Background: an optimization exercise with open tools, aiming at small area, a short achievable clock period and few clock cycles per item. Do not read the settings as production practice. Where RTL was checked, it was by simulation tests only, not by an equivalence proof against the original. Only the layout flow was run in run 3; the RTL was not checked for function there. Power and IR drop assume default switching activity.

File: flow/run.sh
#!/bin/bash
set -euo pipefail
W=$PWD
PLAT=${FLOW_PLATFORM:-sky130hd}
RES=$W/orfs/results/$PLAT/pow_5_seq/base
REF=$W/ref/results/$PLAT/pow_5_seq/base

# reference: the unchanged standard synthesis, in its own work folder
sed 's#WORK_HOME=\([^ ]*\)/orfs #WORK_HOME=\1/ref #' standard.sh > ref_standard.sh
bash ref_standard.sh "$REF/1_2_yosys.v" > ref_synth.log 2>&1

# our synthesis
bash standard.sh "SYNTH_ARGS=-noabc" "$RES/1_2_yosys.v" > synth_noabc.log 2>&1
if ! python3 flow/match_regs.py "$REF/1_2_yosys.v" "$RES/1_2_yosys.v" > match_regs.log 2>&1; then
  echo "flip-flops do not pair; using the standard synthesis netlist" >> match_regs.log
  cp "$REF/1_2_yosys.v" "$RES/1_2_yosys.v"
  cp "$REF/1_2_yosys.sdc" "$RES/1_2_yosys.sdc"
fi

bash standard.sh "SYNTH_ARGS=-noabc" "BUFFER_PORTS_ARGS=-buffer_cell sky130_fd_sc_hd__buf_1" \
  "CTS_ARGS=-sink_clustering_enable -repair_clock_nets -dont_use_dummy_load -root_buf sky130_fd_sc_hd__clkbuf_8 -buf_list sky130_fd_sc_hd__clkbuf_8" \
  finish > standard_flow.log 2>&1
File: flow/match_regs.py
#!/usr/bin/env python3
"""Give each flip-flop of our netlist the instance name the standard synthesis gave the
flip-flop that drives the same net, so the registers pair by name with the standard
synthesis. Exits non-zero (and changes nothing) unless every flip-flop pairs one to one
with the same cell type."""
import re, sys

FF = re.compile(r'^(\s*)(sky130_fd_sc_hd__(?:df|edf|sdf|dl)\w*)\s+(\\\S+\s|\S+)\s*\((.*?)\);', re.S | re.M)

def flops(txt):
    out = []
    for m in FF.finditer(txt):
        q = re.search(r'\.Q\(\s*(\\\S+\s|[^)\s]+)\s*\)', m.group(4))
        out.append((m.group(2), m.group(3).strip(), q.group(1).strip() if q else None, m))
    return out

ref_txt = open(sys.argv[1]).read()
our_txt = open(sys.argv[2]).read()
ref = flops(ref_txt)
our = flops(our_txt)
by_q = {}
for typ, name, q, _ in ref:
    if q is None or q in by_q:
        sys.exit('reference flip-flop without a unique Q net: %s' % name)
    by_q[q] = (typ, name)
if len(ref) != len(our):
    sys.exit('flip-flop count differs: %d vs %d' % (len(ref), len(our)))
used = set()
edits = []
for typ, name, q, m in our:
    if q not in by_q:
        sys.exit('no reference flip-flop drives %s' % q)
    rtyp, rname = by_q[q]
    if rtyp != typ or rname in used:
        sys.exit('flip-flop on %s does not pair: %s %s vs %s %s' % (q, typ, name, rtyp, rname))
    used.add(rname)
    if rname != name:
        edits.append((m.start(3), m.end(3), rname + (' ' if rname.startswith('\\') else '')))
        print('rename %s -> %s' % (name, rname))
for s, e, new in sorted(edits, reverse=True):
    our_txt = our_txt[:s] + new + ' ' + our_txt[e:].lstrip() if False else our_txt[:s] + new + our_txt[e:]
open(sys.argv[2], 'w').write(our_txt)
print('paired %d flip-flops, renamed %d' % (len(our), len(edits)))
File: standard.sh
#!/bin/bash
# synth_recipe.tcl (not shown) runs the flow's synth.tcl, then flattens the netlist and writes it again
# the make line also repeats each setting of config.mk as NAME=value (left out here)
make -C /OpenROAD-flow-scripts/flow DESIGN_CONFIG=/design/flow/config.mk WORK_HOME=/design/flow/orfs CLKGATE_MAP_FILE= SYNTH_SCRIPT=/design/flow/synth_recipe.tcl "${@:-finish}"
File: config.mk
export PLATFORM = sky130hd
export DESIGN_NAME = pow_5_seq
export DESIGN_NICKNAME = pow_5_seq
export VERILOG_FILES = /design/flow/design.v
export SDC_FILE = /design/flow/constraint.sdc
export NUM_CORES = 4
export LEC_CHECK = 0
export CAP_MARGIN = 20
export CORE_MARGIN = 2
export CORE_UTILIZATION = 50
export SETUP_SLACK_MARGIN = 1.7
export SLEW_MARGIN = 20
File: constraint.sdc
create_clock -name core_clock -period 5.8 [get_ports {clock}]
set_input_delay 1.1600 -clock core_clock [delete_from_list [all_inputs] [get_ports {clock}]]
set_output_delay 1.1600 -clock core_clock [all_outputs]
set_load 0.01 [all_outputs]
File: design.v
module pow_5_seq
(
    input         clock,
    input         reset_n,
    input         run,
    input  [17:0] n,
    output        ready,
    output [17:0] n_pow_5
);
    reg rdy;
    always @(posedge clock or negedge reset_n)
        if (!reset_n) rdy <= 1'b0;
        else          rdy <= run;
    assign ready = rdy;
    wire w1;
    wire w2;
    wire w3;
    wire w4;
    wire w5;
    wire w6;
    wire w7;
    wire w8;
    wire w9;
    wire w10;
    wire w11;
    wire w12;
    wire w13;
    wire w14;
    wire w15;
    wire w16;
    wire w17;
    wire w18;
    wire w19;
    wire w20;
    wire w21;
    wire w22;
    wire w23;
    wire w24;
    wire w25;
    wire w26;
    wire w27;
    wire w28;
    wire w29;
    wire w30;
    wire w31;
    wire w32;
    wire w33;
    wire w34;
    wire w35;
    wire w36;
    wire w37;
    wire w38;
    wire w39;
    wire w40;
    wire w41;
    wire w42;
    wire w43;
    wire w44;
    wire w45;
    wire w46;
    wire w47;
    wire w48;
    wire w49;
    wire w50;
    wire w51;
    wire w52;
    wire w53;
    wire w54;
    wire w55;
    wire w56;
    wire w57;
    wire w58;
    wire w59;
    wire w60;
    wire w61;
    wire w62;
    wire w63;
    wire w64;
    wire w65;
    wire w66;
    wire w67;
    wire w68;
    wire w69;
    wire w70;
    wire w71;
    wire w72;
    wire w73;
    wire w74;
    wire w75;
    wire w76;
    wire w77;
    wire w78;
    wire w79;
    wire w80;
    wire w81;
    wire w82;
    wire w83;
    wire w84;
    wire w85;
    wire w86;
    wire w87;
    wire w88;
    wire w89;
    wire w90;
    wire w91;
    wire w92;
    wire w93;
    wire w94;
    wire w95;
    wire w96;
    wire w97;
    wire w98;
    wire w99;
    wire w100;
    wire w101;
    wire w102;
    wire w103;
    wire w104;
    wire w105;
    wire w106;
    wire w107;
    wire w108;
    wire w109;
    wire w110;
    wire w111;
    wire w112;
    wire w113;
    wire w114;
    wire w115;
    wire w116;
    wire w117;
    wire w118;
    wire w119;
    wire w120;
    wire w121;
    wire w122;
    wire w123;
    wire w124;
    wire w125;
    wire w126;
    wire w127;
    wire w128;
    wire w129;
    wire w130;
    wire w131;
    wire w132;
    wire w133;
    wire w134;
    wire w135;
    wire w136;
    wire w137;
    wire w138;
    wire w139;
    wire w140;
    wire w141;
    wire w142;
    wire w143;
    wire w144;
    wire w145;
    wire w146;
    wire w147;
    wire w148;
    wire w149;
    wire w150;
    wire w151;
    wire w152;
    wire w153;
    wire w154;
    wire w155;
    wire w156;
    wire w157;
    wire w158;
    wire w159;
    wire w160;
    wire w161;
    wire w162;
    wire w163;
    wire w164;
    wire w165;
    wire w166;
    wire w167;
    wire w168;
    wire w169;
    wire w170;
    wire w171;
    wire w172;
    wire w173;
    wire w174;
    wire w175;
    wire w176;
    wire w177;
    wire w178;
    wire w179;
    wire w180;
    wire w181;
    wire w182;
    wire w183;
    wire w184;
    wire w185;
    wire w186;
    wire w187;
    wire w188;
    wire w189;
    wire w190;
    wire w191;
    wire w192;
    wire w193;
    wire w194;
    wire w195;
    wire w196;
    wire w197;
    wire w198;
    wire w199;
    wire w200;
    wire w201;
    wire w202;
    wire w203;
    wire w204;
    wire w205;
    wire w206;
    wire w207;
    wire w208;
    wire w209;
    wire w210;
    wire w211;
    wire w212;
    wire w213;
    wire w214;
    wire w215;
    wire w216;
    wire w217;
    wire w218;
    wire w219;
    wire w220;
    wire w221;
    wire w222;
    wire w223;
    wire w224;
    wire w225;
    wire w226;
    wire w227;
    wire w228;
    wire w229;
    wire w230;
    wire w231;
    wire w232;
    wire w233;
    wire w234;
    wire w235;
    wire w236;
    wire w237;
    wire w238;
    wire w239;
    wire w240;
    wire w241;
    wire w242;
    wire w243;
    wire w244;
    wire w245;
    wire w246;
    wire w247;
    wire w248;
    wire w249;
    wire w250;
    wire w251;
    wire w252;
    wire w253;
    wire w254;
    wire w255;
    wire w256;
    wire w257;
    wire w258;
    wire w259;
    wire w260;
    wire w261;
    wire w262;
    wire w263;
    wire w264;
    wire w265;
    wire w266;
    wire w267;
    wire w268;
    wire w269;
    wire w270;
    wire w271;
    wire w272;
    wire w273;
    wire w274;
    wire w275;
    wire w276;
    wire w277;
    wire w278;
    wire w279;
    wire w280;
    wire w281;
    wire w282;
    wire w283;
    wire w284;
    wire w285;
    reg r_w116;
    reg r_w111;
    reg r_w109;
    reg r_w119;
    reg r_w128;
    reg r_w130;
    reg r_w129;
    reg r_w131;
    reg r_w142;
    reg r_w144;
    reg r_w143;
    reg r_w158;
    reg r_w145;
    reg r_w160;
    reg r_w162;
    reg r_w185;
    reg r_w163;
    reg r_w186;
    reg r_w187;
    reg r_w118;
    reg r_w108;
    reg r_w110;
    reg r_w199;
    reg r_w223;
    reg r_w224;
    reg r_w221;
    reg r_w222;
    reg r_w219;
    reg r_w246;
    reg r_w210;
    reg r_w259;
    reg r_n_0;
    reg r_w1;
    reg r_w2;
    reg r_w3;
    reg r_w4;
    reg r_w5;
    reg r_w205;
    reg r_w275;
    reg r_w276;
    reg r_w277;
    reg r_w278;
    reg [16:0] lut_a5;
    always @(*)
        case ({n[5], n[4], n[3], n[2], n[1], n[0]})
            6'd0: lut_a5 = 17'b00000000000000000;
            6'd1: lut_a5 = 17'b00000000000000000;
            6'd2: lut_a5 = 17'b00000000000010000;
            6'd3: lut_a5 = 17'b00000000001111001;
            6'd4: lut_a5 = 17'b00000001000000000;
            6'd5: lut_a5 = 17'b00000011000011010;
            6'd6: lut_a5 = 17'b00000111100110000;
            6'd7: lut_a5 = 17'b00010000011010011;
            6'd8: lut_a5 = 17'b00100000000000000;
            6'd9: lut_a5 = 17'b00111001101010100;
            6'd10: lut_a5 = 17'b01100001101010000;
            6'd11: lut_a5 = 17'b10011101010001101;
            6'd12: lut_a5 = 17'b11110011000000000;
            6'd13: lut_a5 = 17'b01101010100101110;
            6'd14: lut_a5 = 17'b00001101001110000;
            6'd15: lut_a5 = 17'b11100101100100111;
            6'd16: lut_a5 = 17'b00000000000000000;
            6'd17: lut_a5 = 17'b01101010100101000;
            6'd18: lut_a5 = 17'b00110101010010000;
            6'd19: lut_a5 = 17'b01110010000100001;
            6'd20: lut_a5 = 17'b00110101000000000;
            6'd21: lut_a5 = 17'b10010100011000010;
            6'd22: lut_a5 = 17'b10101000110110000;
            6'd23: lut_a5 = 17'b10001101011111011;
            6'd24: lut_a5 = 17'b01100000000000000;
            6'd25: lut_a5 = 17'b01000000101111100;
            6'd26: lut_a5 = 17'b01010010111010000;
            6'd27: lut_a5 = 17'b10111100100110101;
            6'd28: lut_a5 = 17'b10100111000000000;
            6'd29: lut_a5 = 17'b00111110011010110;
            6'd30: lut_a5 = 17'b10110010011110000;
            6'd31: lut_a5 = 17'b00110110001001111;
            6'd32: lut_a5 = 17'b00000000000000000;
            6'd33: lut_a5 = 17'b01001010001010000;
            6'd34: lut_a5 = 17'b01010010100010000;
            6'd35: lut_a5 = 17'b01011010111001001;
            6'd36: lut_a5 = 17'b10101001000000000;
            6'd37: lut_a5 = 17'b10000110101101010;
            6'd38: lut_a5 = 17'b01000010000110000;
            6'd39: lut_a5 = 17'b00101101100100011;
            6'd40: lut_a5 = 17'b10100000000000000;
            6'd41: lut_a5 = 17'b11110100110100100;
            6'd42: lut_a5 = 17'b10001100001010000;
            6'd43: lut_a5 = 17'b11001010111011101;
            6'd44: lut_a5 = 17'b00011011000000000;
            6'd45: lut_a5 = 17'b11101011001111110;
            6'd46: lut_a5 = 17'b10101111101110000;
            6'd47: lut_a5 = 17'b11100001101110111;
            6'd48: lut_a5 = 17'b00000000000000000;
            6'd49: lut_a5 = 17'b10001110101111000;
            6'd50: lut_a5 = 17'b00010111110010000;
            6'd51: lut_a5 = 17'b00101010101110001;
            6'd52: lut_a5 = 17'b01011101000000000;
            6'd53: lut_a5 = 17'b01001010000010010;
            6'd54: lut_a5 = 17'b10010011010110000;
            6'd55: lut_a5 = 17'b11100000101001011;
            6'd56: lut_a5 = 17'b11100000000000000;
            6'd57: lut_a5 = 17'b01000101111001100;
            6'd58: lut_a5 = 17'b11001101011010000;
            6'd59: lut_a5 = 17'b00111000010000101;
            6'd60: lut_a5 = 17'b01001111000000000;
            6'd61: lut_a5 = 17'b11100001000100110;
            6'd62: lut_a5 = 17'b11000100111110000;
            6'd63: lut_a5 = 17'b11011000010011111;
        endcase
    assign w1 = lut_a5[0];
    assign w2 = lut_a5[1];
    assign w3 = lut_a5[2];
    assign w4 = lut_a5[3];
    assign w5 = lut_a5[4];
    assign w6 = lut_a5[5];
    assign w7 = lut_a5[6];
    assign w8 = lut_a5[7];
    assign w9 = lut_a5[8];
    assign w10 = lut_a5[9];
    assign w11 = lut_a5[10];
    assign w12 = lut_a5[11];
    assign w13 = lut_a5[12];
    assign w14 = lut_a5[13];
    assign w15 = lut_a5[14];
    assign w16 = lut_a5[15];
    assign w17 = lut_a5[16];
    reg [7:0] lut_p;
    always @(*)
        case ({n[5], n[4], n[3], n[2], n[1], n[0]})
            6'd0: lut_p = 8'b00000000;
            6'd1: lut_p = 8'b00000000;
            6'd2: lut_p = 8'b00000101;
            6'd3: lut_p = 8'b00011001;
            6'd4: lut_p = 8'b01010000;
            6'd5: lut_p = 8'b11000011;
            6'd6: lut_p = 8'b10010101;
            6'd7: lut_p = 8'b11101110;
            6'd8: lut_p = 8'b00000000;
            6'd9: lut_p = 8'b00000010;
            6'd10: lut_p = 8'b00110101;
            6'd11: lut_p = 8'b11011111;
            6'd12: lut_p = 8'b01010000;
            6'd13: lut_p = 8'b11011101;
            6'd14: lut_p = 8'b11100101;
            6'd15: lut_p = 8'b11001100;
            6'd16: lut_p = 8'b00000000;
            6'd17: lut_p = 8'b11110100;
            6'd18: lut_p = 8'b00100101;
            6'd19: lut_p = 8'b00010101;
            6'd20: lut_p = 8'b01010000;
            6'd21: lut_p = 8'b01100111;
            6'd22: lut_p = 8'b11110101;
            6'd23: lut_p = 8'b10011010;
            6'd24: lut_p = 8'b00000000;
            6'd25: lut_p = 8'b11010110;
            6'd26: lut_p = 8'b11010101;
            6'd27: lut_p = 8'b10111011;
            6'd28: lut_p = 8'b01010000;
            6'd29: lut_p = 8'b01100001;
            6'd30: lut_p = 8'b11000101;
            6'd31: lut_p = 8'b01011000;
            6'd32: lut_p = 8'b00000000;
            6'd33: lut_p = 8'b10101000;
            6'd34: lut_p = 8'b01000101;
            6'd35: lut_p = 8'b11010001;
            6'd36: lut_p = 8'b01010000;
            6'd37: lut_p = 8'b11001011;
            6'd38: lut_p = 8'b01010101;
            6'd39: lut_p = 8'b00000110;
            6'd40: lut_p = 8'b00000000;
            6'd41: lut_p = 8'b01101010;
            6'd42: lut_p = 8'b01110101;
            6'd43: lut_p = 8'b01010111;
            6'd44: lut_p = 8'b01010000;
            6'd45: lut_p = 8'b10100101;
            6'd46: lut_p = 8'b10100101;
            6'd47: lut_p = 8'b10100100;
            6'd48: lut_p = 8'b00000000;
            6'd49: lut_p = 8'b00011100;
            6'd50: lut_p = 8'b01100101;
            6'd51: lut_p = 8'b01001101;
            6'd52: lut_p = 8'b01010000;
            6'd53: lut_p = 8'b11101111;
            6'd54: lut_p = 8'b10110101;
            6'd55: lut_p = 8'b00110010;
            6'd56: lut_p = 8'b00000000;
            6'd57: lut_p = 8'b10111110;
            6'd58: lut_p = 8'b00010101;
            6'd59: lut_p = 8'b10110011;
            6'd60: lut_p = 8'b01010000;
            6'd61: lut_p = 8'b10101001;
            6'd62: lut_p = 8'b10000101;
            6'd63: lut_p = 8'b10110000;
        endcase
    assign w18 = lut_p[0];
    assign w19 = lut_p[1];
    assign w20 = lut_p[2];
    assign w21 = lut_p[3];
    assign w22 = lut_p[4];
    assign w23 = lut_p[5];
    assign w24 = lut_p[6];
    assign w25 = lut_p[7];
    reg [2:0] lut_q;
    always @(*)
        case ({n[5], n[4], n[3], n[2], n[1], n[0]})
            6'd0: lut_q = 3'b000;
            6'd1: lut_q = 3'b001;
            6'd2: lut_q = 3'b010;
            6'd3: lut_q = 3'b001;
            6'd4: lut_q = 3'b000;
            6'd5: lut_q = 3'b100;
            6'd6: lut_q = 3'b110;
            6'd7: lut_q = 3'b100;
            6'd8: lut_q = 3'b000;
            6'd9: lut_q = 3'b111;
            6'd10: lut_q = 3'b010;
            6'd11: lut_q = 3'b111;
            6'd12: lut_q = 3'b000;
            6'd13: lut_q = 3'b010;
            6'd14: lut_q = 3'b110;
            6'd15: lut_q = 3'b010;
            6'd16: lut_q = 3'b000;
            6'd17: lut_q = 3'b101;
            6'd18: lut_q = 3'b010;
            6'd19: lut_q = 3'b101;
            6'd20: lut_q = 3'b000;
            6'd21: lut_q = 3'b000;
            6'd22: lut_q = 3'b110;
            6'd23: lut_q = 3'b000;
            6'd24: lut_q = 3'b000;
            6'd25: lut_q = 3'b011;
            6'd26: lut_q = 3'b010;
            6'd27: lut_q = 3'b011;
            6'd28: lut_q = 3'b000;
            6'd29: lut_q = 3'b110;
            6'd30: lut_q = 3'b110;
            6'd31: lut_q = 3'b110;
            6'd32: lut_q = 3'b000;
            6'd33: lut_q = 3'b001;
            6'd34: lut_q = 3'b010;
            6'd35: lut_q = 3'b001;
            6'd36: lut_q = 3'b000;
            6'd37: lut_q = 3'b100;
            6'd38: lut_q = 3'b110;
            6'd39: lut_q = 3'b100;
            6'd40: lut_q = 3'b000;
            6'd41: lut_q = 3'b111;
            6'd42: lut_q = 3'b010;
            6'd43: lut_q = 3'b111;
            6'd44: lut_q = 3'b000;
            6'd45: lut_q = 3'b010;
            6'd46: lut_q = 3'b110;
            6'd47: lut_q = 3'b010;
            6'd48: lut_q = 3'b000;
            6'd49: lut_q = 3'b101;
            6'd50: lut_q = 3'b010;
            6'd51: lut_q = 3'b101;
            6'd52: lut_q = 3'b000;
            6'd53: lut_q = 3'b000;
            6'd54: lut_q = 3'b110;
            6'd55: lut_q = 3'b000;
            6'd56: lut_q = 3'b000;
            6'd57: lut_q = 3'b011;
            6'd58: lut_q = 3'b010;
            6'd59: lut_q = 3'b011;
            6'd60: lut_q = 3'b000;
            6'd61: lut_q = 3'b110;
            6'd62: lut_q = 3'b110;
            6'd63: lut_q = 3'b110;
        endcase
    assign w26 = lut_q[0];
    assign w27 = lut_q[1];
    assign w28 = lut_q[2];
    reg [2:0] lut_r;
    always @(*)
        case ({n[10], n[9], n[8], n[7], n[6]})
            5'd0: lut_r = 3'b000;
            5'd1: lut_r = 3'b000;
            5'd2: lut_r = 3'b001;
            5'd3: lut_r = 3'b010;
            5'd4: lut_r = 3'b100;
            5'd5: lut_r = 3'b110;
            5'd6: lut_r = 3'b001;
            5'd7: lut_r = 3'b100;
            5'd8: lut_r = 3'b000;
            5'd9: lut_r = 3'b100;
            5'd10: lut_r = 3'b001;
            5'd11: lut_r = 3'b110;
            5'd12: lut_r = 3'b100;
            5'd13: lut_r = 3'b010;
            5'd14: lut_r = 3'b001;
            5'd15: lut_r = 3'b000;
            5'd16: lut_r = 3'b000;
            5'd17: lut_r = 3'b000;
            5'd18: lut_r = 3'b001;
            5'd19: lut_r = 3'b010;
            5'd20: lut_r = 3'b100;
            5'd21: lut_r = 3'b110;
            5'd22: lut_r = 3'b001;
            5'd23: lut_r = 3'b100;
            5'd24: lut_r = 3'b000;
            5'd25: lut_r = 3'b100;
            5'd26: lut_r = 3'b001;
            5'd27: lut_r = 3'b110;
            5'd28: lut_r = 3'b100;
            5'd29: lut_r = 3'b010;
            5'd30: lut_r = 3'b001;
            5'd31: lut_r = 3'b000;
        endcase
    assign w29 = lut_r[0];
    assign w30 = lut_r[1];
    assign w31 = lut_r[2];
    assign w32 = n[0] & n[6];
    assign w33 = n[0] & n[7];
    assign w34 = n[0] & n[8];
    assign w35 = n[0] & n[9];
    assign w36 = n[0] & n[10];
    assign w37 = n[0] & n[11];
    assign w38 = w18 & n[6];
    assign w39 = w18 & n[7];
    assign w40 = w18 & n[8];
    assign w41 = w18 & n[9];
    assign w42 = w18 & n[10];
    assign w43 = w18 & n[11];
    assign w44 = w19 & n[6];
    assign w45 = w19 & n[7];
    assign w46 = w19 & n[8];
    assign w47 = w19 & n[9];
    assign w48 = w19 & n[10];
    assign w49 = w19 & n[11];
    assign w50 = w20 & n[6];
    assign w51 = w20 & n[7];
    assign w52 = w20 & n[8];
    assign w53 = w20 & n[9];
    assign w54 = w20 & n[10];
    assign w55 = w20 & n[11];
    assign w56 = w21 & n[6];
    assign w57 = w21 & n[7];
    assign w58 = w21 & n[8];
    assign w59 = w21 & n[9];
    assign w60 = w21 & n[10];
    assign w61 = w22 & n[6];
    assign w62 = w22 & n[7];
    assign w63 = w22 & n[8];
    assign w64 = w22 & n[9];
    assign w65 = w23 & n[6];
    assign w66 = w23 & n[7];
    assign w67 = w23 & n[8];
    assign w68 = w24 & n[6];
    assign w69 = w24 & n[7];
    assign w70 = w25 & n[6];
    assign w71 = n[0] & n[12];
    assign w72 = n[0] & n[13];
    assign w73 = n[0] & n[14];
    assign w74 = n[0] & n[15];
    assign w75 = n[0] & n[16];
    assign w76 = n[0] & n[17];
    assign w77 = w18 & n[12];
    assign w78 = w18 & n[13];
    assign w79 = w19 & n[12];
    assign w80 = n[0] & w29;
    assign w81 = n[0] & w30;
    assign w82 = n[0] & w31;
    assign w83 = w1 & n[6];
    assign w84 = w1 & w29;
    assign w85 = w1 & w30;
    assign w86 = w26 & n[6];
    assign w87 = w26 & w29;
    assign w88 = w27 & n[6];
    assign w89 = w28 & n[6];
    assign w90 = w34 ^ w32;
    assign w91 = w34 & w32;
    assign w92 = w35 ^ w33 ^ w91;
    assign w93 = (w35 & w33) | (w35 & w91) | (w33 & w91);
    assign w94 = w36 ^ w34 ^ w93;
    assign w95 = (w36 & w34) | (w36 & w93) | (w34 & w93);
    assign w96 = w10 ^ w38;
    assign w97 = w10 & w38;
    assign w98 = w37 ^ w35 ^ w11;
    assign w99 = (w37 & w35) | (w37 & w11) | (w35 & w11);
    assign w100 = w95 ^ w39 ^ w44;
    assign w101 = (w95 & w39) | (w95 & w44) | (w39 & w44);
    assign w102 = w97 ^ w98;
    assign w103 = w97 & w98;
    assign w104 = w36 ^ w71 ^ w12;
    assign w105 = (w36 & w71) | (w36 & w12) | (w71 & w12);
    assign w106 = w40 ^ w45 ^ w50;
    assign w107 = (w40 & w45) | (w40 & w50) | (w45 & w50);
    assign w108 = w99 ^ w104 ^ w101;
    assign w109 = (w99 & w104) | (w99 & w101) | (w104 & w101);
    assign w110 = w106 ^ w103;
    assign w111 = w106 & w103;
    assign w112 = w37 ^ w72 ^ w32;
    assign w113 = (w37 & w72) | (w37 & w32) | (w72 & w32);
    assign w114 = w112 ^ w13 ^ w41;
    assign w115 = (w112 & w13) | (w112 & w41) | (w13 & w41);
    assign w116 = w46 ^ w51 ^ w56;
    assign w117 = (w46 & w51) | (w46 & w56) | (w51 & w56);
    assign w118 = w105 ^ w107 ^ w114;
    assign w119 = (w105 & w107) | (w105 & w114) | (w107 & w114);
    assign w120 = r_w116 ^ r_w111 ^ r_w109;
    assign w121 = (r_w116 & r_w111) | (r_w116 & r_w109) | (r_w111 & r_w109);
    assign w122 = w73 ^ w71 ^ w113;
    assign w123 = (w73 & w71) | (w73 & w113) | (w71 & w113);
    assign w124 = w14 ^ w122 ^ w42;
    assign w125 = (w14 & w122) | (w14 & w42) | (w122 & w42);
    assign w126 = w47 ^ w52 ^ w57;
    assign w127 = (w47 & w52) | (w47 & w57) | (w52 & w57);
    assign w128 = w61 ^ w83 ^ w115;
    assign w129 = (w61 & w83) | (w61 & w115) | (w83 & w115);
    assign w130 = w117 ^ w124 ^ w126;
    assign w131 = (w117 & w124) | (w117 & w126) | (w124 & w126);
    assign w132 = r_w119 ^ r_w128 ^ r_w130;
    assign w133 = (r_w119 & r_w128) | (r_w119 & r_w130) | (r_w128 & r_w130);
    assign w134 = w74 ^ w72 ^ w123;
    assign w135 = (w74 & w72) | (w74 & w123) | (w72 & w123);
    assign w136 = w15 ^ w43 ^ w48;
    assign w137 = (w15 & w43) | (w15 & w48) | (w43 & w48);
    assign w138 = w53 ^ w58 ^ w62;
    assign w139 = (w53 & w58) | (w53 & w62) | (w58 & w62);
    assign w140 = w65 ^ w80 ^ w86;
    assign w141 = (w65 & w80) | (w65 & w86) | (w80 & w86);
    assign w142 = w134 ^ w125 ^ w127;
    assign w143 = (w134 & w125) | (w134 & w127) | (w125 & w127);
    assign w144 = w136 ^ w138 ^ w140;
    assign w145 = (w136 & w138) | (w136 & w140) | (w138 & w140);
    assign w146 = r_w129 ^ r_w131 ^ r_w142;
    assign w147 = (r_w129 & r_w131) | (r_w129 & r_w142) | (r_w131 & r_w142);
    assign w148 = r_w144 ^ w133;
    assign w149 = r_w144 & w133;
    assign w150 = w75 ^ w73 ^ w16;
    assign w151 = (w75 & w73) | (w75 & w16) | (w73 & w16);
    assign w152 = w49 ^ w54 ^ w59;
    assign w153 = (w49 & w54) | (w49 & w59) | (w54 & w59);
    assign w154 = w63 ^ w66 ^ w68;
    assign w155 = (w63 & w66) | (w63 & w68) | (w66 & w68);
    assign w156 = w77 ^ w81 ^ w84;
    assign w157 = (w77 & w81) | (w77 & w84) | (w81 & w84);
    assign w158 = w88 ^ w135 ^ w150;
    assign w159 = (w88 & w135) | (w88 & w150) | (w135 & w150);
    assign w160 = w137 ^ w139 ^ w141;
    assign w161 = (w137 & w139) | (w137 & w141) | (w139 & w141);
    assign w162 = w152 ^ w154 ^ w156;
    assign w163 = (w152 & w154) | (w152 & w156) | (w154 & w156);
    assign w164 = r_w143 ^ r_w158 ^ r_w145;
    assign w165 = (r_w143 & r_w158) | (r_w143 & r_w145) | (r_w158 & r_w145);
    assign w166 = r_w160 ^ r_w162 ^ w147;
    assign w167 = (r_w160 & r_w162) | (r_w160 & w147) | (r_w162 & w147);
    assign w168 = w164 ^ w149;
    assign w169 = w164 & w149;
    assign w170 = w76 ^ w74;
    assign w171 = w170 ^ w17;
    assign w172 = w55 ^ w60;
    assign w173 = w64 ^ w67;
    assign w174 = w69 ^ w70;
    assign w175 = w78 ^ w79;
    assign w176 = w82 ^ w85;
    assign w177 = w87 ^ w89;
    assign w178 = w171 ^ w172;
    assign w179 = w173 ^ w174;
    assign w180 = w175 ^ w176;
    assign w181 = w177 ^ w151;
    assign w182 = w153 ^ w155;
    assign w183 = w157 ^ w178;
    assign w184 = w179 ^ w180;
    assign w185 = w181 ^ w182;
    assign w186 = w183 ^ w184;
    assign w187 = w159 ^ w161;
    assign w188 = r_w185 ^ r_w163;
    assign w189 = r_w186 ^ r_w187;
    assign w190 = w188 ^ w189;
    assign w191 = w165 ^ w190;
    assign w192 = w167 ^ w191;
    assign w193 = w6 & w32;
    assign w194 = w7 & w33;
    assign w195 = w8 & w90;
    assign w196 = w9 & w92;
    assign w197 = w94 & w96;
    assign w198 = w100 & w102;
    assign w199 = w108 & w110;
    assign w200 = r_w118 & w120;
    assign w201 = w121 & w132;
    assign w202 = w146 & w148;
    assign w203 = w166 & w168;
    assign w204 = w169 & w192;
    assign w205 = w6 ^ w32;
    assign w206 = w7 ^ w33;
    assign w207 = w8 ^ w90;
    assign w208 = w9 ^ w92;
    assign w209 = w94 ^ w96;
    assign w210 = w100 ^ w102;
    assign w211 = r_w108 ^ r_w110;
    assign w212 = r_w118 ^ w120;
    assign w213 = w121 ^ w132;
    assign w214 = w146 ^ w148;
    assign w215 = w166 ^ w168;
    assign w216 = w169 ^ w192;
    assign w217 = w3 & w2;
    assign w218 = w5 & w4;
    assign w219 = w194 | (w206 & w193);
    assign w220 = w206 & w205;
    assign w221 = w196 | (w208 & w195);
    assign w222 = w208 & w207;
    assign w223 = w198 | (w210 & w197);
    assign w224 = w210 & w209;
    assign w225 = w200 | (w212 & r_w199);
    assign w226 = w212 & w211;
    assign w227 = w202 | (w214 & w201);
    assign w228 = w214 & w213;
    assign w229 = w204 | (w216 & w203);
    assign w230 = w216 & w215;
    assign w231 = w2 & w1;
    assign w232 = w217 & w1;
    assign w233 = w205 & w218;
    assign w234 = w220 & w218;
    assign w235 = w197 | (w209 & w221);
    assign w236 = w209 & w222;
    assign w237 = r_w223 | (r_w224 & r_w221);
    assign w238 = r_w224 & r_w222;
    assign w239 = w201 | (w213 & w225);
    assign w240 = w213 & w226;
    assign w241 = w227 | (w228 & w225);
    assign w242 = w228 & w226;
    assign w243 = w4 & w232;
    assign w244 = w218 & w232;
    assign w245 = w233 & w232;
    assign w246 = w234 & w232;
    assign w247 = r_w199 | (w211 & w237);
    assign w248 = w211 & w238;
    assign w249 = w225 | (w226 & w237);
    assign w250 = w226 & w238;
    assign w251 = w239 | (w240 & w237);
    assign w252 = w240 & w238;
    assign w253 = w241 | (w242 & w237);
    assign w254 = w242 & w238;
    assign w255 = w195 | (w207 & w219);
    assign w256 = w207 & w246;
    assign w257 = w221 | (w222 & w219);
    assign w258 = w222 & w246;
    assign w259 = w235 | (w236 & w219);
    assign w260 = w236 & w246;
    assign w261 = w237 | (w238 & r_w219);
    assign w262 = w238 & r_w246;
    assign w263 = w247 | (w248 & r_w219);
    assign w264 = w248 & r_w246;
    assign w265 = w249 | (w250 & r_w219);
    assign w266 = w250 & r_w246;
    assign w267 = w251 | (w252 & r_w219);
    assign w268 = w252 & r_w246;
    assign w269 = w253 | (w254 & r_w219);
    assign w270 = w254 & r_w246;
    assign w271 = w203 | (w215 & w269);
    assign w272 = w215 & w270;
    assign w273 = w229 | (w230 & w269);
    assign w274 = w230 & w270;
    assign w275 = w206 ^ w193;
    assign w276 = w207 ^ w219;
    assign w277 = w208 ^ w255;
    assign w278 = w209 ^ w257;
    assign w279 = r_w210 ^ r_w259;
    assign w280 = w211 ^ w261;
    assign w281 = w212 ^ w263;
    assign w282 = w213 ^ w265;
    assign w283 = w214 ^ w267;
    assign w284 = w215 ^ w269;
    assign w285 = w216 ^ w271;
    always @(posedge clock) begin
        r_w116 <= w116;
        r_w111 <= w111;
        r_w109 <= w109;
        r_w119 <= w119;
        r_w128 <= w128;
        r_w130 <= w130;
        r_w129 <= w129;
        r_w131 <= w131;
        r_w142 <= w142;
        r_w144 <= w144;
        r_w143 <= w143;
        r_w158 <= w158;
        r_w145 <= w145;
        r_w160 <= w160;
        r_w162 <= w162;
        r_w185 <= w185;
        r_w163 <= w163;
        r_w186 <= w186;
        r_w187 <= w187;
        r_w118 <= w118;
        r_w108 <= w108;
        r_w110 <= w110;
        r_w199 <= w199;
        r_w223 <= w223;
        r_w224 <= w224;
        r_w221 <= w221;
        r_w222 <= w222;
        r_w219 <= w219;
        r_w246 <= w246;
        r_w210 <= w210;
        r_w259 <= w259;
        r_n_0 <= n[0];
        r_w1 <= w1;
        r_w2 <= w2;
        r_w3 <= w3;
        r_w4 <= w4;
        r_w5 <= w5;
        r_w205 <= w205;
        r_w275 <= w275;
        r_w276 <= w276;
        r_w277 <= w277;
        r_w278 <= w278;
    end
    assign n_pow_5 = {w285, w284, w283, w282, w281, w280, w279, r_w278, r_w277, r_w276, r_w275, r_w205, r_w5, r_w4, r_w3, r_w2, r_w1, r_n_0};
endmodule
==> out/results.ini, run 1 <==
[status]
status=finished clean

[place]
place.gp.congestion=0.943
dpl.hpwl_microns=7790
numPortBuffers=39

[worst_setup_path]
critPathRequiredTime_ns=4.64
worstSetupEndpointType=primary output
worstPathCellList=fa_1 -> ha_4 -> o21a_1 -> o21a_1 -> o21ai_2 -> nand2b_1 -> fa_2 -> xor2_2 -> xnor2_2 -> xnor2_1 -> buf_2
cp_num_buf_inv=1
max_stage_delay_ns=0.57
path_class=flop to primary output
cp-start-kind=flop
critPathSlowestCell=fa_1
crit_top_cell=o21a_1
crit_arrival_ns=2.94
crit_family=adder cells
path_max_fanout=3

[synth]
async_reset_ff_frac=0.0238
syn_nets=550
avgSynthCellArea_sq_um=8.60
yosysWarnings=1
synth.distinct_cells=61
synth_edf_count=0
synth_top_area_share=0.200
ys_ff_latch=42
synth_top_cell_by_area=dfxtp_1
synth_top_cells_by_count=a21oi_1, dfxtp_1, fa_1, nor2_1
netlist_area_sq_um=4110
yosys_most_used_dff=dfxtp_1
postSynthCellCount=478
synth_most_common_cell=a21oi_1
ys_seq_area_frac=0.206
synth_area_leaders=dfxtp_1, fa_1, a21oi_1, xnor2_1, ha_1

[clock_network]
clkTransAtPathRegs_ns=0.08
cts_buffers=5
cts_buffer_depth=2
cts.sinks=42
root_buffer=clkbuf_8
cts_tree=built
hold_buffers=0
htreeDepth=2

[power]
ir_worst_vdd_uv=291
cellLeakagePower_nw=1.79
power_density_nw_per_um2=312

[drt]
wl_per_cell_microns=18.3
drt_iter0_drc=311
drc=0
viasPerCell=5.97
drtPass1Iterations=5
via_count=3448
routed_wl_microns=10600
final_antenna_net_count=0

[timing]
grt_setup_unrepaired=true
tns_ns=0
worstMarginPinSlew_ns=0.882
fmax_ghz=0.244
hold_violations=0
setup-violations-final=0
holdWs_ns=0.619
min_period_over_period=0.708
slew_violations=0
max_slew_margin=0.410
period_needed_ns=4.10

[die]
core_area_sq_um=8090
initial_utilization=0.508
dieArea_sq_um=8960
std_cell_rows=33
die_w_microns=94.7
die_h_microns=94.7
pin_count=40

[finish]
nFillCells=818
multi_input_area_sq_um=2970
drive_gt1_frac=0.0825
diodes=0
area_growth_pct=3.62
regArea_sq_um=847
nets=547

[job]
drv_cap=0

[global_route]
grt_max_degree=61
antenna_found_initial=0
grt_usage=0.247
grt_overflow=0
grt_pass1_wl_microns=17100
grt_pass1_vias=3256

[min_path]
hp-class=input port to asynchronous set/reset pin

power by group:
part	leakage [nW]	switching, mW	internal, mW	total, mW
clock network	0.0359	0.0898	0.0776	0.167
registers	0.355	0.0314	0.365	0.397
logic	1.40	0.413	0.354	0.767
through the flow:
stage | setup slack (ns) | std cells | cell area [sq um] | util | total power, mW
global placement | 1.35 | 572 | 4130 | 0.511 | 1.10
detailed placement | 1.35 | 572 | 4130 | 0.511 | 1.11
finish | 1.70 | 578 | 4260 | 0.526 | 1.33
global route | 1.53 | 578 | 4260 | 0.526 | 1.46
floorplan | 1.72 | 478 | 4140 | - | 1.07
CTS | 1.64 | 577 | 4210 | 0.520 | 1.30
repair_timing:
item / 4_1_cts / 5_1_grt
endpoints found under the setup margin: 3 / 5
pin swaps: 4 / 7
buffers inserted: 0 / 1
resized for setup: 4 / 8
gates cloned: 0 / 0
layout by cell type (no fill, tap or decap), types with 9 or more instances in the layout:
master,n
a21o_1,9
a21oi_1,43
and2_1,21
and3_1,11
buf_1,34
dfxtp_1,40
fa_1,34
ha_1,13
nand2_1,30
nor2_1,32
nor2b_1,16
o21ai_0,29
o22ai_1,11
xnor2_1,19
xor2_1,9
worst max path at each step:
stage | start | end | slack [ns] | depth (start not counted)
finish | r_w109 | n_pow_5[17] | 1.70 | 11
global route | r_w109 | n_pow_5[17] | 1.53 | 11
CTS | r_w116 | n_pow_5[17] | 1.64 | 11
detailed placement | n[1] | r_w223 | 1.35 | 10
global placement | n[1] | r_w223 | 1.35 | 10
floorplan | n[0] | r_w199 | 1.72 | 12
cell type report:
cell class / count / area share
multi-input combinational: 371 / 0.698
sequential: 42 / 0.199
timing repair buffer: 46 / 0.0482
tap: 105 / 0.0308
clock buffer: 5 / 0.0162
inverter: 9 / 0.00793
cell families after synthesis:
group / after synthesis / synth area share
fa+ha+maj: 51 / 0.223
simple gates: 139 / 0.176
compound gates: 145 / 0.227
buf+inv: 65 / 0.0840
xor+xnor: 33 / 0.0770
flops: 42 / 0.206
mux: 3 / 0.00731
per-layer routing:
metal  track usage  share of wire
met1         0.366           0.46
met2         0.378           0.45
met3        0.0399          0.074
met4        0.0592          0.017
met5             0              0
Testbench counts, summed over its fixed seeds: cycles 24,000, items 24,000.
==> inputs of run 2 (changes only) <==
--- a/flow/run.sh
+++ b/flow/run.sh
@@ -18,5 +18,5 @@
 fi
 
 bash standard.sh "SYNTH_ARGS=-noabc" "BUFFER_PORTS_ARGS=-buffer_cell sky130_fd_sc_hd__buf_1" \
-  "CTS_ARGS=-sink_clustering_enable -repair_clock_nets -dont_use_dummy_load -root_buf sky130_fd_sc_hd__clkbuf_8 -buf_list sky130_fd_sc_hd__clkbuf_8" \
+  "CTS_ARGS=-sink_clustering_enable -repair_clock_nets -dont_use_dummy_load -root_buf sky130_fd_sc_hd__clkbuf_4 -buf_list sky130_fd_sc_hd__clkbuf_4" \
   finish > standard_flow.log 2>&1
--- a/config.mk
+++ b/config.mk
@@ -7,6 +7,6 @@
 export LEC_CHECK = 0
 export CAP_MARGIN = 20
 export CORE_MARGIN = 2
-export CORE_UTILIZATION = 50
+export CORE_UTILIZATION = 40
 export SETUP_SLACK_MARGIN = 1.7
 export SLEW_MARGIN = 20
==> run 2 against run 1 <==
Effect of this change: area after synthesis unchanged; combinational power decreased by 3.7%; utilization decreased by 11 points; clock power decreased by 25%; non-clock buffer count increased by 4; critical path depth unchanged; maximum frequency decreased by 1.3%; via count increased by 2.2%; routed wire length increased by 2.1%; largest cell class unchanged; critical endpoint unchanged.
==> out/results.ini, run 2 <==
[clock_network]
hold_buffers=0  ; unchanged
root_buffer=clkbuf_4
cts.sinks=42  ; unchanged
cts_buffer_depth=2  ; unchanged
htreeDepth=2  ; unchanged
clkTransAtPathRegs_ns=0.12  ; +0.04 ns
cts_buffers=5  ; unchanged
cts_tree=built

[die]
std_cell_rows=37  ; +12%
die_w_microns=105  ; +11%
initial_utilization=0.405  ; -0.102
dieArea_sq_um=11100  ; +24%
core_area_sq_um=10100  ; +25%
die_h_microns=105  ; +11%
pin_count=40  ; unchanged

[worst_setup_path]
critPathRequiredTime_ns=4.64  ; about the same
path_max_fanout=2  ; -1
crit_arrival_ns=3.00  ; +0.06 ns
path_class=flop to primary output
worstSetupEndpointType=primary output
cp-start-kind=flop

[synth]
yosysWarnings=1  ; unchanged
yosys_most_used_dff=dfxtp_1
synth_top_cell_by_area=dfxtp_1
postSynthCellCount=478  ; unchanged
async_reset_ff_frac=0.0238  ; unchanged
ys_ff_latch=42  ; unchanged
synth_area_leaders=dfxtp_1, fa_1, a21oi_1, xnor2_1, ha_1
synth_top_area_share=0.200  ; unchanged
synth_top_cells_by_count=a21oi_1, dfxtp_1, fa_1, nor2_1
syn_nets=550  ; unchanged
netlist_area_sq_um=4110  ; unchanged
synth_edf_count=0  ; unchanged
synth.distinct_cells=61  ; unchanged
synth_most_common_cell=a21oi_1
avgSynthCellArea_sq_um=8.60  ; unchanged
ys_seq_area_frac=0.206  ; unchanged

[timing]
period_needed_ns=4.16  ; +0.0553 ns
setup_slack_ns=1.64  ; -0.0553 ns
max_slew_margin=0.426  ; +0.0159
setup-violations-final=0  ; unchanged
tns_ns=0  ; unchanged
slew_violations=0  ; unchanged
worstMarginPinSlew_ns=0.859  ; -0.0237 ns
fmax_ghz=0.240  ; -1.3%
grt_setup_unrepaired=true
min_period_over_period=0.717  ; +0.00953
hold_violations=0  ; unchanged

[global_route]
grt_pass1_vias=3330  ; +2.3%
grt_usage=0.202  ; -0.0456
antenna_found_initial=1  ; +1
grt_pass1_wl_microns=17600  ; +3.3%
grt_max_degree=47  ; -23%
grt_overflow=0  ; unchanged

[place]
place.gp.congestion=0.929  ; -1.5%
place_ws_ns=1.36  ; +0.0134 ns
dpl.hpwl_microns=7900  ; +1.4%
dpl.cell_count=605  ; +5.8%
numPortBuffers=39  ; unchanged

[min_path]
hp-class=input port to asynchronous set/reset pin

[finish]
drive_gt1_frac=0.0818  ; -0.000691
final_common_cell=a21oi_1
mostFrequentLayoutCells=a21oi_1, dfxtp_1, fa_1, buf_1, nor2_1
nets=551  ; +0.73%
area_growth_pct=3.71  ; about the same
fin_cells=614  ; +6.2%

[drt]
drt_iter0_drc=363  ; +17%
final_antenna_net_count=0  ; unchanged
drc=0  ; unchanged
via_count=3525  ; +2.2%
viasPerCell=5.74  ; -3.8%
drtPass1Iterations=7  ; +2
routed_wl_microns=10800  ; +2.1%
wl_per_cell_microns=17.6  ; -3.9%

[power]
ir_worst_vdd_uv=143  ; -51%
total_power_mw=1.26  ; -5.4%
cellLeakagePower_nw=1.79  ; -0.23%
power_density_nw_per_um2=295  ; -5.5%

[job]
drv_cap=0  ; unchanged

[status]
status=finished clean

==> run 2: repair_timing <==
item	4_1_cts	5_1_grt
endpoints found under the hold margin	0	0
resized for setup	4	2
pin swaps	5	0
setup endpoints to repair	1	9
setup buffers	3	0
==> run 2: cell families after synthesis <==
logic type,share of synthesized area
AOI/OAI and AO/OA,0.227
and+or+nand+nor,0.176
buffers and inverters,0.0840
adders and majority gates,0.223
DFF,0.206
xor gates and xnor gates,0.0770
muxes,0.00731
==> run 2: metrics by stage <==
stage / area [sq um] / hold WS (ns) / utilization
after global placement: 4190 / 0.922 / 0.413
after detailed placement: 4190 / 0.926 / 0.413
after floorplan: 4140 / 0.864 / -
final: 4260 / 0.555 / 0.420
after CTS: 4250 / 0.537 / 0.419
after global routing: 4260 / 0.538 / 0.420
==> run 2: metal layers <==
layer | global-route usage | part of all wire | vias to the layer above
met5 | 0 | 0 | -
met4 | 0.0752 | 0.032 | 0
met3 | 0.0322 | 0.078 | 33
met2 | 0.318 | 0.46 | 175
met1 | 0.279 | 0.43 | 1670
li1 | - | - | 1647
==> run 2: report_power, final <==
group          leakage [nW]  switching [mW]  internal [mW]  total [mW]
clock                0.0230          0.0852         0.0405       0.126
combinational          1.41           0.397          0.341       0.739
sequential            0.355          0.0300          0.365       0.395
total                  1.79           0.512          0.747        1.26
==> run 2: worst paths after layout <==
kind                         start           to  slack, ns  cells after the start
hold / removal             reset_n          rdy       0.55                      1
setup / recovery            r_w116  n_pow_5[17]       1.64                     11
min in group core_clock        run          rdy       0.91                      1
max in group asynchronous  reset_n          rdy       5.15                      1
==> run 2: cell type report <==
cell class | count | area, sq um
diodes | 1 | 2.50
clock buffers | 5 | 37.5
fillers | 1036 | 5880
inverters | 9 | 33.8
multi-input cells | 371 | 2940
flip-flops and latches | 42 | 847
well taps | 136 | 170
repair buffers | 50 | 235
==> run 2: critical path: stages (launching register included) <==
cell and delay, ns:
dfxtp_2 0.34, fa_1 0.47, ha_1 0.30, o21a_1 0.12
o21a_1 0.20, o21ai_1 0.14, nand2b_1 0.09, fa_2 0.34
xor2_1 0.16, xnor2_1 0.20, xnor2_1 0.14, buf_2 0.14
==> inputs of run 3 (changes only) <==
--- a/design.v
+++ b/design.v
@@ -297,8 +297,19 @@
     wire w283;
     wire w284;
     wire w285;
+    wire w286;
+    wire w287;
+    wire w288;
+    wire w289;
+    wire w290;
+    wire w291;
+    wire w292;
+    wire w293;
+    wire w294;
+    wire w295;
+    reg r_w106;
+    reg r_w103;
     reg r_w116;
-    reg r_w111;
     reg r_w109;
     reg r_w119;
     reg r_w128;
@@ -316,29 +327,26 @@
     reg r_w163;
     reg r_w186;
     reg r_w187;
-    reg r_w118;
+    reg r_w6;
+    reg r_w32;
+    reg r_w7;
+    reg r_w33;
+    reg r_w8;
+    reg r_w90;
+    reg r_w94;
+    reg r_w96;
+    reg r_w100;
+    reg r_w102;
     reg r_w108;
-    reg r_w110;
-    reg r_w199;
-    reg r_w223;
-    reg r_w224;
-    reg r_w221;
-    reg r_w222;
-    reg r_w219;
-    reg r_w246;
-    reg r_w210;
-    reg r_w259;
-    reg r_n_0;
-    reg r_w1;
+    reg r_w118;
     reg r_w2;
+    reg r_w1;
     reg r_w3;
     reg r_w4;
     reg r_w5;
-    reg r_w205;
-    reg r_w275;
-    reg r_w276;
-    reg r_w277;
-    reg r_w278;
+    reg r_w208;
+    reg r_w196;
+    reg r_n_0;
     reg [16:0] lut_a5;
     always @(*)
         case ({n[5], n[4], n[3], n[2], n[1], n[0]})
@@ -688,8 +696,8 @@
     assign w107 = (w40 & w45) | (w40 & w50) | (w45 & w50);
     assign w108 = w99 ^ w104 ^ w101;
     assign w109 = (w99 & w104) | (w99 & w101) | (w104 & w101);
-    assign w110 = w106 ^ w103;
-    assign w111 = w106 & w103;
+    assign w110 = r_w106 ^ r_w103;
+    assign w111 = r_w106 & r_w103;
     assign w112 = w37 ^ w72 ^ w32;
     assign w113 = (w37 & w72) | (w37 & w32) | (w72 & w32);
     assign w114 = w112 ^ w13 ^ w41;
@@ -698,8 +706,8 @@
     assign w117 = (w46 & w51) | (w46 & w56) | (w51 & w56);
     assign w118 = w105 ^ w107 ^ w114;
     assign w119 = (w105 & w107) | (w105 & w114) | (w107 & w114);
-    assign w120 = r_w116 ^ r_w111 ^ r_w109;
-    assign w121 = (r_w116 & r_w111) | (r_w116 & r_w109) | (r_w111 & r_w109);
+    assign w120 = r_w116 ^ w111 ^ r_w109;
+    assign w121 = (r_w116 & w111) | (r_w116 & r_w109) | (w111 & r_w109);
     assign w122 = w73 ^ w71 ^ w113;
     assign w123 = (w73 & w71) | (w73 & w113) | (w71 & w113);
     assign w124 = w14 ^ w122 ^ w42;
@@ -771,102 +779,113 @@
     assign w190 = w188 ^ w189;
     assign w191 = w165 ^ w190;
     assign w192 = w167 ^ w191;
-    assign w193 = w6 & w32;
-    assign w194 = w7 & w33;
-    assign w195 = w8 & w90;
+    assign w193 = r_w6 & r_w32;
+    assign w194 = r_w7 & r_w33;
+    assign w195 = r_w8 & r_w90;
     assign w196 = w9 & w92;
-    assign w197 = w94 & w96;
-    assign w198 = w100 & w102;
-    assign w199 = w108 & w110;
+    assign w197 = r_w94 & r_w96;
+    assign w198 = r_w100 & r_w102;
+    assign w199 = r_w108 & w110;
     assign w200 = r_w118 & w120;
     assign w201 = w121 & w132;
     assign w202 = w146 & w148;
     assign w203 = w166 & w168;
     assign w204 = w169 & w192;
-    assign w205 = w6 ^ w32;
-    assign w206 = w7 ^ w33;
-    assign w207 = w8 ^ w90;
+    assign w205 = r_w6 ^ r_w32;
+    assign w206 = r_w7 ^ r_w33;
+    assign w207 = r_w8 ^ r_w90;
     assign w208 = w9 ^ w92;
-    assign w209 = w94 ^ w96;
-    assign w210 = w100 ^ w102;
-    assign w211 = r_w108 ^ r_w110;
+    assign w209 = r_w94 ^ r_w96;
+    assign w210 = r_w100 ^ r_w102;
+    assign w211 = r_w108 ^ w110;
     assign w212 = r_w118 ^ w120;
     assign w213 = w121 ^ w132;
     assign w214 = w146 ^ w148;
     assign w215 = w166 ^ w168;
     assign w216 = w169 ^ w192;
-    assign w217 = w3 & w2;
-    assign w218 = w5 & w4;
-    assign w219 = w194 | (w206 & w193);
-    assign w220 = w206 & w205;
-    assign w221 = w196 | (w208 & w195);
-    assign w222 = w208 & w207;
-    assign w223 = w198 | (w210 & w197);
-    assign w224 = w210 & w209;
-    assign w225 = w200 | (w212 & r_w199);
-    assign w226 = w212 & w211;
-    assign w227 = w202 | (w214 & w201);
-    assign w228 = w214 & w213;
-    assign w229 = w204 | (w216 & w203);
-    assign w230 = w216 & w215;
-    assign w231 = w2 & w1;
-    assign w232 = w217 & w1;
-    assign w233 = w205 & w218;
-    assign w234 = w220 & w218;
-    assign w235 = w197 | (w209 & w221);
-    assign w236 = w209 & w222;
-    assign w237 = r_w223 | (r_w224 & r_w221);
-    assign w238 = r_w224 & r_w222;
-    assign w239 = w201 | (w213 & w225);
-    assign w240 = w213 & w226;
-    assign w241 = w227 | (w228 & w225);
-    assign w242 = w228 & w226;
-    assign w243 = w4 & w232;
-    assign w244 = w218 & w232;
-    assign w245 = w233 & w232;
-    assign w246 = w234 & w232;
-    assign w247 = r_w199 | (w211 & w237);
-    assign w248 = w211 & w238;
-    assign w249 = w225 | (w226 & w237);
-    assign w250 = w226 & w238;
-    assign w251 = w239 | (w240 & w237);
-    assign w252 = w240 & w238;
-    assign w253 = w241 | (w242 & w237);
-    assign w254 = w242 & w238;
-    assign w255 = w195 | (w207 & w219);
-    assign w256 = w207 & w246;
-    assign w257 = w221 | (w222 & w219);
-    assign w258 = w222 & w246;
-    assign w259 = w235 | (w236 & w219);
-    assign w260 = w236 & w246;
-    assign w261 = w237 | (w238 & r_w219);
-    assign w262 = w238 & r_w246;
-    assign w263 = w247 | (w248 & r_w219);
-    assign w264 = w248 & r_w246;
-    assign w265 = w249 | (w250 & r_w219);
-    assign w266 = w250 & r_w246;
-    assign w267 = w251 | (w252 & r_w219);
-    assign w268 = w252 & r_w246;
-    assign w269 = w253 | (w254 & r_w219);
-    assign w270 = w254 & r_w246;
-    assign w271 = w203 | (w215 & w269);
-    assign w272 = w215 & w270;
-    assign w273 = w229 | (w230 & w269);
-    assign w274 = w230 & w270;
-    assign w275 = w206 ^ w193;
-    assign w276 = w207 ^ w219;
-    assign w277 = w208 ^ w255;
-    assign w278 = w209 ^ w257;
-    assign w279 = r_w210 ^ r_w259;
-    assign w280 = w211 ^ w261;
-    assign w281 = w212 ^ w263;
-    assign w282 = w213 ^ w265;
-    assign w283 = w214 ^ w267;
-    assign w284 = w215 ^ w269;
-    assign w285 = w216 ^ w271;
+    assign w217 = r_w2 & r_w1;
+    assign w218 = r_w3 & r_w2;
+    assign w219 = w218 & r_w1;
+    assign w220 = r_w4 & r_w3;
+    assign w221 = w220 & r_w2;
+    assign w222 = w221 & r_w1;
+    assign w223 = r_w5 & r_w4;
+    assign w224 = w223 & r_w3;
+    assign w225 = w224 & w217;
+    assign w226 = w205 & w223;
+    assign w227 = w226 & w219;
+    assign w228 = w206 ^ w193;
+    assign w229 = w194 | (w206 & w193);
+    assign w230 = w206 & w205;
+    assign w231 = w230 & w223;
+    assign w232 = w231 & w219;
+    assign w233 = w207 ^ w229;
+    assign w234 = w195 | (w207 & w194);
+    assign w235 = w207 & w206;
+    assign w236 = w234 | (w235 & w193);
+    assign w237 = w235 & w226;
+    assign w238 = w237 & w219;
+    assign w239 = r_w208 ^ w236;
+    assign w240 = r_w196 | (r_w208 & w195);
+    assign w241 = r_w208 & w207;
+    assign w242 = w240 | (w241 & w229);
+    assign w243 = w241 & w230;
+    assign w244 = w243 & w225;
+    assign w245 = w209 ^ w242;
+    assign w246 = w197 | (w209 & w242);
+    assign w247 = w209 & w243;
+    assign w248 = w247 & w225;
+    assign w249 = w210 ^ w246;
+    assign w250 = w198 | (w210 & w246);
+    assign w251 = w210 & w247;
+    assign w252 = w251 & w225;
+    assign w253 = w211 ^ w250;
+    assign w254 = w199 | (w211 & w250);
+    assign w255 = w211 & w251;
+    assign w256 = w255 & w225;
+    assign w257 = w212 ^ w254;
+    assign w258 = w240 | (w241 & w194);
+    assign w259 = w241 & w206;
+    assign w260 = w197 | (w209 & w258);
+    assign w261 = w209 & w259;
+    assign w262 = w198 | (w210 & w260);
+    assign w263 = w210 & w261;
+    assign w264 = w199 | (w211 & w262);
+    assign w265 = w211 & w263;
+    assign w266 = w200 | (w212 & w264);
+    assign w267 = w212 & w265;
+    assign w268 = w266 | (w267 & w193);
+    assign w269 = w267 & w227;
+    assign w270 = w213 ^ w268;
+    assign w271 = w201 | (w213 & w266);
+    assign w272 = w213 & w267;
+    assign w273 = w271 | (w272 & w193);
+    assign w274 = w272 & w227;
+    assign w275 = w214 ^ w273;
+    assign w276 = w197 | (w209 & w240);
+    assign w277 = w209 & w241;
+    assign w278 = w198 | (w210 & w276);
+    assign w279 = w210 & w277;
+    assign w280 = w199 | (w211 & w278);
+    assign w281 = w211 & w279;
+    assign w282 = w200 | (w212 & w280);
+    assign w283 = w212 & w281;
+    assign w284 = w201 | (w213 & w282);
+    assign w285 = w213 & w283;
+    assign w286 = w202 | (w214 & w284);
+    assign w287 = w214 & w285;
+    assign w288 = w286 | (w287 & w229);
+    assign w289 = w287 & w232;
+    assign w290 = w215 ^ w288;
+    assign w291 = w203 | (w215 & w286);
+    assign w292 = w215 & w287;
+    assign w293 = w291 | (w292 & w229);
+    assign w294 = w292 & w232;
+    assign w295 = w216 ^ w293;
     always @(posedge clock) begin
+        r_w106 <= w106;
+        r_w103 <= w103;
         r_w116 <= w116;
-        r_w111 <= w111;
         r_w109 <= w109;
         r_w119 <= w119;
         r_w128 <= w128;
@@ -884,29 +903,26 @@
         r_w163 <= w163;
         r_w186 <= w186;
         r_w187 <= w187;
-        r_w118 <= w118;
+        r_w6 <= w6;
+        r_w32 <= w32;
+        r_w7 <= w7;
+        r_w33 <= w33;
+        r_w8 <= w8;
+        r_w90 <= w90;
+        r_w94 <= w94;
+        r_w96 <= w96;
+        r_w100 <= w100;
+        r_w102 <= w102;
         r_w108 <= w108;
-        r_w110 <= w110;
-        r_w199 <= w199;
-        r_w223 <= w223;
-        r_w224 <= w224;
-        r_w221 <= w221;
-        r_w222 <= w222;
-        r_w219 <= w219;
-        r_w246 <= w246;
-        r_w210 <= w210;
-        r_w259 <= w259;
-        r_n_0 <= n[0];
-        r_w1 <= w1;
+        r_w118 <= w118;
         r_w2 <= w2;
+        r_w1 <= w1;
         r_w3 <= w3;
         r_w4 <= w4;
         r_w5 <= w5;
-        r_w205 <= w205;
-        r_w275 <= w275;
-        r_w276 <= w276;
-        r_w277 <= w277;
-        r_w278 <= w278;
+        r_w208 <= w208;
+        r_w196 <= w196;
+        r_n_0 <= n[0];
     end
-    assign n_pow_5 = {w285, w284, w283, w282, w281, w280, w279, r_w278, r_w277, r_w276, r_w275, r_w205, r_w5, r_w4, r_w3, r_w2, r_w1, r_n_0};
+    assign n_pow_5 = {w295, w290, w275, w270, w257, w253, w249, w245, w239, w233, w228, w205, r_w5, r_w4, r_w3, r_w2, r_w1, r_n_0};
 endmodule
==> run.sh (new file) <==
#!/bin/bash
# synth_recipe.tcl (not shown) runs the flow's synth.tcl, then flattens the netlist and writes it again
# the make line also repeats each setting of config.mk as NAME=value (left out here)
make -C /OpenROAD-flow-scripts/flow DESIGN_CONFIG=/design/flow/config.mk WORK_HOME=/design/flow/orfs CLKGATE_MAP_FILE= SYNTH_SCRIPT=/design/flow/synth_recipe.tcl finish
--- a/config.mk
+++ b/config.mk
@@ -8,5 +8,5 @@
 export CAP_MARGIN = 20
 export CORE_MARGIN = 2
 export CORE_UTILIZATION = 40
-export SETUP_SLACK_MARGIN = 1.7
+export SETUP_SLACK_MARGIN = 1.0
 export SLEW_MARGIN = 20
removed: flow/run.sh
removed: flow/match_regs.py
removed: standard.sh
==> run 3 against run 2 <==
Effect of this change: die area increased by 15%; routed wire length increased by 28%; maximum frequency decreased by 7.8%; sequential power decreased by 3%; final cell count increased by 18%; critical path depth increased by 1; via count increased by 18%; global-route usage increased by 2.3 points; largest power group unchanged.
==> out/results.ini, run 3 <==
[worst_setup_path]
critPathLaunch=n[0]
crit_arrival_ns=4.68  ; +1.68 ns
path_max_fanout=14  ; +12
setup.worst_path.end=r_w144
worstSetupEndpointType=flop
cp.depth=12  ; +1
worstPathCellList=clkdlybuf4s50_1 -> buf_4 -> inv_1 -> buf_4 -> ha_1 -> inv_1 -> mux4_2 -> mux2i_1 -> nand2_1 -> fa_1 -> inv_1 -> fa_1
path_class=input port to flop
critPathSlowestCell=mux4_2
cp-start-kind=input port
critPathRequiredTime_ns=5.97  ; +1.33 ns
max_stage_delay_ns=0.52  ; +0.05 ns
crit_top_cell=inv_1
cp_num_buf_inv=6  ; +5
crit_family=adder cells

[place]
place_ws_ns=1.05  ; -0.312 ns
dpl.hpwl_microns=10600  ; +34%
dpl_cell_area_sq_um=5050  ; +21%
place.gp.congestion=0.985  ; +6.1%
numPortBuffers=39  ; unchanged

[timing]
min_period_over_period=0.778  ; +0.0605
hold_violations=0  ; unchanged
slew_violations=0  ; unchanged
setup_slack_ns=1.29  ; -0.351 ns
setup-violations-final=0  ; unchanged
grt_setup_unrepaired=false
period_needed_ns=4.51  ; +0.351 ns
max_slew_margin=0.424  ; -0.00273
worstMarginPinSlew_ns=0.865  ; +0.00587 ns
fmax_ghz=0.222  ; -7.8%
tns_ns=0  ; unchanged

[job]
drv_cap=0  ; unchanged

[power]
seq_power_share=0.229  ; -0.085
p_int_mw=1.04  ; +39%
power_density_nw_per_um2=321  ; +8.5%
pwr-share-comb=0.599  ; +0.012
total_power_mw=1.67  ; +33%
p_sw_frac=0.378  ; -0.0292
p_clk_frac=0.172  ; +0.072
ir_worst_vdd_uv=198  ; +39%
switchingPower_mw=0.630  ; +23%
cellLeakagePower_nw=2.31  ; +29%

[drt]
drtPass1Iterations=16  ; +9
drc=0  ; unchanged
drt_iter0_drc=520  ; +43%
final_antenna_net_count=0  ; unchanged
routed_wl_microns=13900  ; +28%
viasPerCell=5.75  ; +0.14%
via_count=4168  ; +18%
wl_per_cell_microns=19.1  ; +8.8%

[finish]
regArea_sq_um=826  ; -2.5%
mostFrequentLayoutCells=nand2_1, inv_1, nor2_1
drive_gt1_frac=0.0670  ; -0.0148
post-route-cell-area_sq_um=5210  ; +22%
nets=672  ; +22%
area_growth_pct=9.62
multi_input_area_sq_um=3380  ; +15%
diodes=0  ; -1
fin_util=0.452  ; +0.0316
nFillCells=1148  ; +11%
final_common_cell=nand2_1

[global_route]
grt_max_degree=52  ; +11%
grt_pass1_vias=4040  ; +21%
grt_pass1_wl_microns=22500  ; +28%
antenna_found_initial=0  ; -1
grt_overflow=0  ; unchanged
grt_usage=0.225  ; +0.0231

[clock_network]
cts_buffers=5  ; unchanged
clkTransAtPathRegs_ns=0.07  ; -0.05 ns
htreeDepth=2  ; unchanged
cts_buffer_depth=2  ; unchanged
root_buffer=clkbuf_16
cts_tree=built
post_cts_buffers=0  ; -3
cts_resized=0  ; -4
hold_buffers=0  ; unchanged
cts.sinks=41  ; -2.4%

[die]
initial_utilization=0.412  ; +0.00702
dieArea_sq_um=12800  ; +15%
die_h_microns=113  ; +7.2%
core_area_sq_um=11500  ; +14%
pin_count=40  ; unchanged
die_w_microns=113  ; +7.2%
std_cell_rows=39  ; +5.4%

[synth]
synth_most_common_cell=nand2_1
synth_area_leaders=dfxtp_1, fa_1, ha_1, nand2_1, a21oi_1
avgSynthCellArea_sq_um=8.16  ; -5.1%
ys_ff_latch=41  ; -2.4%
synth_top_cells_by_count=nand2_1, inv_1, nor2_1, a21oi_1, dfxtp_1
synth.distinct_cells=67  ; +9.8%
async_reset_ff_frac=0.0244  ; +0.000581
syn_nets=673  ; +22%
yosys_most_used_dff=dfxtp_1
synth_top_area_share=0.169  ; -0.0311
synth_top_cell_by_area=dfxtp_1
yosysWarnings=1  ; unchanged
netlist_area_sq_um=4750  ; +16%
ys_seq_area_frac=0.174  ; -0.0319
postSynthCellCount=582  ; +22%
synth_edf_count=0  ; unchanged

[min_path]
hp-class=input port to asynchronous set/reset pin

[status]
status=finished clean

run 3: worst min-delay path by stage:
| stage | endpoint | slack (ns) | depth (start not counted) |
|---|---|---|---|
| 3_5_place_dp | rdy | 1.31 | 1 |
| 6_report | rdy | 1.01 | 1 |
| 4_1_cts | rdy | 1.00 | 1 |
| 3_3_place_gp | rdy | 1.31 | 1 |
| 5_1_grt | rdy | 1.01 | 1 |
| 2_1_floorplan | rdy | 0.86 | 0 |
run 3: cells by family after synthesis:
| family | synth area share |
|---|---|
| muxes | 0.0416 |
| buffers and inverters | 0.115 |
| xor gates and xnor gates | 0.0593 |
| AOI/OAI and AO/OA | 0.189 |
| and+or+nand+nor | 0.174 |
| DFF | 0.174 |
| adders and majority gates | 0.247 |
run 3: per-stage QoR:
stage,std cells,hold slack (ns)
finish,725,1.01
floorplan,582,0.864
global placement,717,1.31
CTS,725,1.00
global route,725,1.01
detailed placement,717,1.31
run 3: cell type report:
type                       instances  share of cell area
multi-input combinational        428               0.648
sequential                        41               0.159
timing repair buffer              51              0.0904
inverter                          54              0.0389
tap                              143              0.0344
clock buffer                       6              0.0267
clock inverter                     2             0.00264
run 3: power by group through the flow:
stage | Sequential [mW] | Clock (mW) | Combinational [mW]
finish | 0.382 | 0.287 | 1.00
global route | 0.389 | 0.309 | 1.11
CTS | 0.383 | 0.294 | 1.01
detailed placement | 0.389 | 0 | 1.00
global placement | 0.389 | 0 | 0.998
floorplan | 0.377 | 0 | 0.780
run 3: layer usage:
metal	vias up	routed length, microns	share of wire	GRT usage
li1	1937	-	-	-
met1	1982	6300	0.45	0.325
met2	212	6120	0.44	0.340
met3	37	1040	0.075	0.0423
met4	0	412	0.030	0.0724
met5	-	0	0	0

[afterwards: timing with drivers on the ports]
No port has a modelled driver above. Below, the same layouts with a new extraction and two added sets of constraints.
Step 1 assumes that a clkbuf_16 drives the clock port and a buf_2 every other input.
Step 2 moves the port delays by t, midway between the first and last clock arrival at a register: inputs arrive t later, outputs are due t later. That takes back most of the time a late clock gives input paths.
a / b / c = no drivers / after step 1 / after step 2; a / b = the first two.
run | t (ns) | setup WS [ns] | clock arrival spread, ns
run 1 | 0.316 | 1.696 / 1.663 / 1.539 | 0.015 / 0.015
run 2 | 0.388 | 1.640 / 1.608 / 1.545 | 0.027 / 0.027
run 3 | 0.325 | 1.289 / 1.304 / 0.979 | 0.014 / 0.014
After both steps every run listed still meets setup and hold. For run 3, which loses most, drivers alone change the setup slack by +0.015 ns; drivers and shift together by -0.310 ns.
